What follows belongs to an exercise in optimizing a design on an open flow for small area, a short achievable clock period and few clock cycles; a production flow would make more cautious choices. Where RTL was checked, it was by simulation tests only, not by an equivalence proof against the original. Power is estimated from default activity; no workload was simulated.

== main ==
==> flow/design.v (excerpt) <==
module adder(
    input clk,
    input reset,
    input [31:0] a,
    input [31:0] b,
    input available,
    input [4:0] exception_f,
    output [31:0] sum,
    output done
    );
For scale: ~990 cells after synthesis, roughly 49 flip-flops, about 110 I/O pins, ~5600 µm² of cells after synthesis.
export LEC_CHECK = 0
export ABC_AREA = 1
export CAP_MARGIN = 20
export CORE_MARGIN = 2
export CORE_UTILIZATION = 40
export CTS_BUF_LIST = sky130_fd_sc_hd__clkbuf_4 sky130_fd_sc_hd__clkbuf_8
export SLEW_MARGIN = 20
create_clock -name core_clock -period 4.0 [get_ports {clk}]
standard.sh (not shown) runs the stock make flow with config.mk's settings and CLKGATE_MAP_FILE= SYNTH_SCRIPT=/design/flow/synth_recipe.tcl, a recipe that flattens the netlist after the stock synthesis.
==> flow/flow/run.sh <==
#!/bin/bash
# Standard layout, with the I/O port buffers made from a plain buffer cell
# instead of the delay cell the resizer picks by default.
export BUFFER_PORTS_ARGS="-buffer_cell sky130_fd_sc_hd__buf_1"
bash standard.sh > standard.log 2>&1
main reached the final stage; the timing, design-rule and antenna checks on its layout passed.
### main -> the feature branch
-- flow/design.v --
<<< main, line 11
    wire [7:0] ae = a[30:23];
    wire [7:0] be = b[30:23];
    wire [7:0] eg = ae & ~be;
    wire [7:0] ek = ae | ~be;
    wire eg0 = eg[1] | ((ek[1] & ae[0]) & ~be[0]);
    wire ep0 = ek[1] & ek[0];
    wire eg1 = eg[2] | ((ek[2] & ae[1]) & ~be[1]);
    wire ep1 = ek[2] & ek[1];
    wire eg2 = eg[3] | ((ek[3] & ae[2]) & ~be[2]);
    wire ep2 = ek[3] & ek[2];
    wire eg3 = eg[4] | ((ek[4] & ae[3]) & ~be[3]);
    wire ep3 = ek[4] & ek[3];
    wire eg4 = eg[5] | ((ek[5] & ae[4]) & ~be[4]);
    wire ep4 = ek[5] & ek[4];
    wire eg5 = eg[6] | ((ek[6] & ae[5]) & ~be[5]);
    wire ep5 = ek[6] & ek[5];
    wire eg6 = eg[7] | ((ek[7] & ae[6]) & ~be[6]);
    wire ep6 = ek[7] & ek[6];
    wire eg7 = eg1 | ((ep1 & ae[0]) & ~be[0]);
    wire ep7 = ep1 & ek[0];
    wire eg8 = eg2 | (ep2 & eg0);
    wire ep8 = ep2 & ep0;
>>> the feature branch, line 11
    wire [7:0] ae = a[30:23];
    wire [7:0] be = b[30:23];
    wire [7:0] ep = ~(ae ^ be);
    wire [7:0] eg = ae & ~be;
    wire eg0 = eg[1] | ((ep[1] & ae[0]) & ~be[0]);
    wire ep0 = ep[1] & ep[0];
    wire eg1 = eg[2] | ((ep[2] & ae[1]) & ~be[1]);
    wire ep1 = ep[2] & ep[1];
    wire eg2 = eg[3] | ((ep[3] & ae[2]) & ~be[2]);
    wire ep2 = ep[3] & ep[2];
    wire eg3 = eg[4] | ((ep[4] & ae[3]) & ~be[3]);
    wire ep3 = ep[4] & ep[3];
    wire eg4 = eg[5] | ((ep[5] & ae[4]) & ~be[4]);
    wire ep4 = ep[5] & ep[4];
    wire eg5 = eg[6] | ((ep[6] & ae[5]) & ~be[5]);
    wire ep5 = ep[6] & ep[5];
    wire eg6 = eg[7] | ((ep[7] & ae[6]) & ~be[6]);
    wire ep6 = ep[7] & ep[6];
    wire eg7 = eg1 | ((ep1 & ae[0]) & ~be[0]);
    wire ep7 = ep1 & ep[0];
    wire eg8 = eg2 | (ep2 & eg0);
    wire ep8 = ep2 & ep0;
<<< main, line 40
    wire ep12 = ep6 & ep4;
    wire eg13 = eg9 | ((ep9 & ae[0]) & ~be[0]);
    wire ep13 = ep9 & ek[0];
    wire eg14 = eg10 | (ep10 & eg0);
    wire ep14 = ep10 & ep0;
>>> the feature branch, line 40
    wire ep12 = ep6 & ep4;
    wire eg13 = eg9 | ((ep9 & ae[0]) & ~be[0]);
    wire ep13 = ep9 & ep[0];
    wire eg14 = eg10 | (ep10 & eg0);
    wire ep14 = ep10 & ep0;
<<< main, line 49
    wire co = eg16;
    wire [7:0] d;
    assign d[0] = ae[0] ^ be[0];
    wire dx1 = co ? ~(eg[0] | ek[0]) : eg[0];
    assign d[1] = ae[1] ^ (be[1] ^ dx1);
    wire dx2 = co ? ~(eg0 | ep0) : eg0;
    assign d[2] = ae[2] ^ (be[2] ^ dx2);
    wire dx3 = co ? ~(eg7 | ep7) : eg7;
    assign d[3] = ae[3] ^ (be[3] ^ dx3);
    wire dx4 = co ? ~(eg8 | ep8) : eg8;
    assign d[4] = ae[4] ^ (be[4] ^ dx4);
    wire dx5 = co ? ~(eg13 | ep13) : eg13;
    assign d[5] = ae[5] ^ (be[5] ^ dx5);
    wire dx6 = co ? ~(eg14 | ep14) : eg14;
    assign d[6] = ae[6] ^ (be[6] ^ dx6);
    wire dx7 = co ? ~(eg15 | ep15) : eg15;
    assign d[7] = ae[7] ^ (be[7] ^ dx7);
    wire swap = ~co;
    wire [22:0] ma = swap ? b[22:0] : a[22:0];
>>> the feature branch, line 49
    wire co = eg16;
    wire [7:0] d;
    assign d[0] = ~ep[0];
    assign d[1] = co ? (ep[1] ^ (eg[0] | ep[0])) : ~(ep[1] ^ eg[0]);
    assign d[2] = co ? (ep[2] ^ (eg0 | ep0)) : ~(ep[2] ^ eg0);
    assign d[3] = co ? (ep[3] ^ (eg7 | ep7)) : ~(ep[3] ^ eg7);
    assign d[4] = co ? (ep[4] ^ (eg8 | ep8)) : ~(ep[4] ^ eg8);
    assign d[5] = co ? (ep[5] ^ (eg13 | ep13)) : ~(ep[5] ^ eg13);
    assign d[6] = co ? (ep[6] ^ (eg14 | ep14)) : ~(ep[6] ^ eg14);
    assign d[7] = co ? (ep[7] ^ (eg15 | ep15)) : ~(ep[7] ^ eg15);
    wire swap = ~co;
    wire [22:0] ma = swap ? b[22:0] : a[22:0];
### Flow results
- main reached the final stage; the timing, design-rule and antenna checks on its layout passed.
- The feature branch: full flow OK, the timing, design-rule and antenna checks passed
- Summary of the feature branch over main: sequential share of cell area rose by 0.24 points, vertical die dimension fell by about 1.1%.
- The feature branch ends up with a sequential-cell power consumption that is about 5% higher than in main.
- The ratio of final minimum period to clock period reported for the feature branch is smaller than that of main by 2.8 points.
- There was hardly any difference in worst hold margin between the feature branch and main.
- On power density over the cells, the lower figure sits with main, not the feature branch.
- The feature branch does better than main on total non-filler cell area in the finished layout.
- Compared the feature branch vs main, and met2 usage is up in the feature branch.
- The combinational fraction of design power reported for the feature branch is greater than that of main by 4.3 points.
- The feature branch gives less total clock network power than main did.
- Relative to main, the feature branch degrades routed wire length.
- Number of distinct standard cells referenced by the synthesized netlist was lower in the run labelled main.
- Between main and the feature branch, global-route total usage across every layer increased.
- Summary: total power, the feature branch worse than main
Testbench counts of the feature branch, summed over its fixed seeds: cycles 6,392.
Function not checked in main: the RTL went through the layout flow alone.

-- static timing again, ports no longer ideal --
In the flow no input, the clock included, has a driving cell. The finished layouts below were timed again as built, in two steps. Step 1: set_driving_cell puts a clkbuf_16 on clk and a buf_2 on each other input, an assumption about the parent block. Step 2, shift: input delay + t, output delay - t, t = (earliest + latest rising clock arrival at the registers) / 2. This alone moves slack from input paths to output paths. Slacks: no drivers / after step 1 / after step 2; pairs: no drivers / after step 1.
run | t, ns | slack for setup (ns) | worst slew at a driven data input, ns
main | 0.316 | 0.481 / 0.449 / 0.334 | 0.06
the feature branch | 0.318 | 0.593 / 0.567 / 0.327 | 0.06
After both steps every run listed still meets setup and hold. For the feature branch, which loses most, drivers alone change the setup slack by -0.026 ns; drivers and shift together by -0.266 ns.
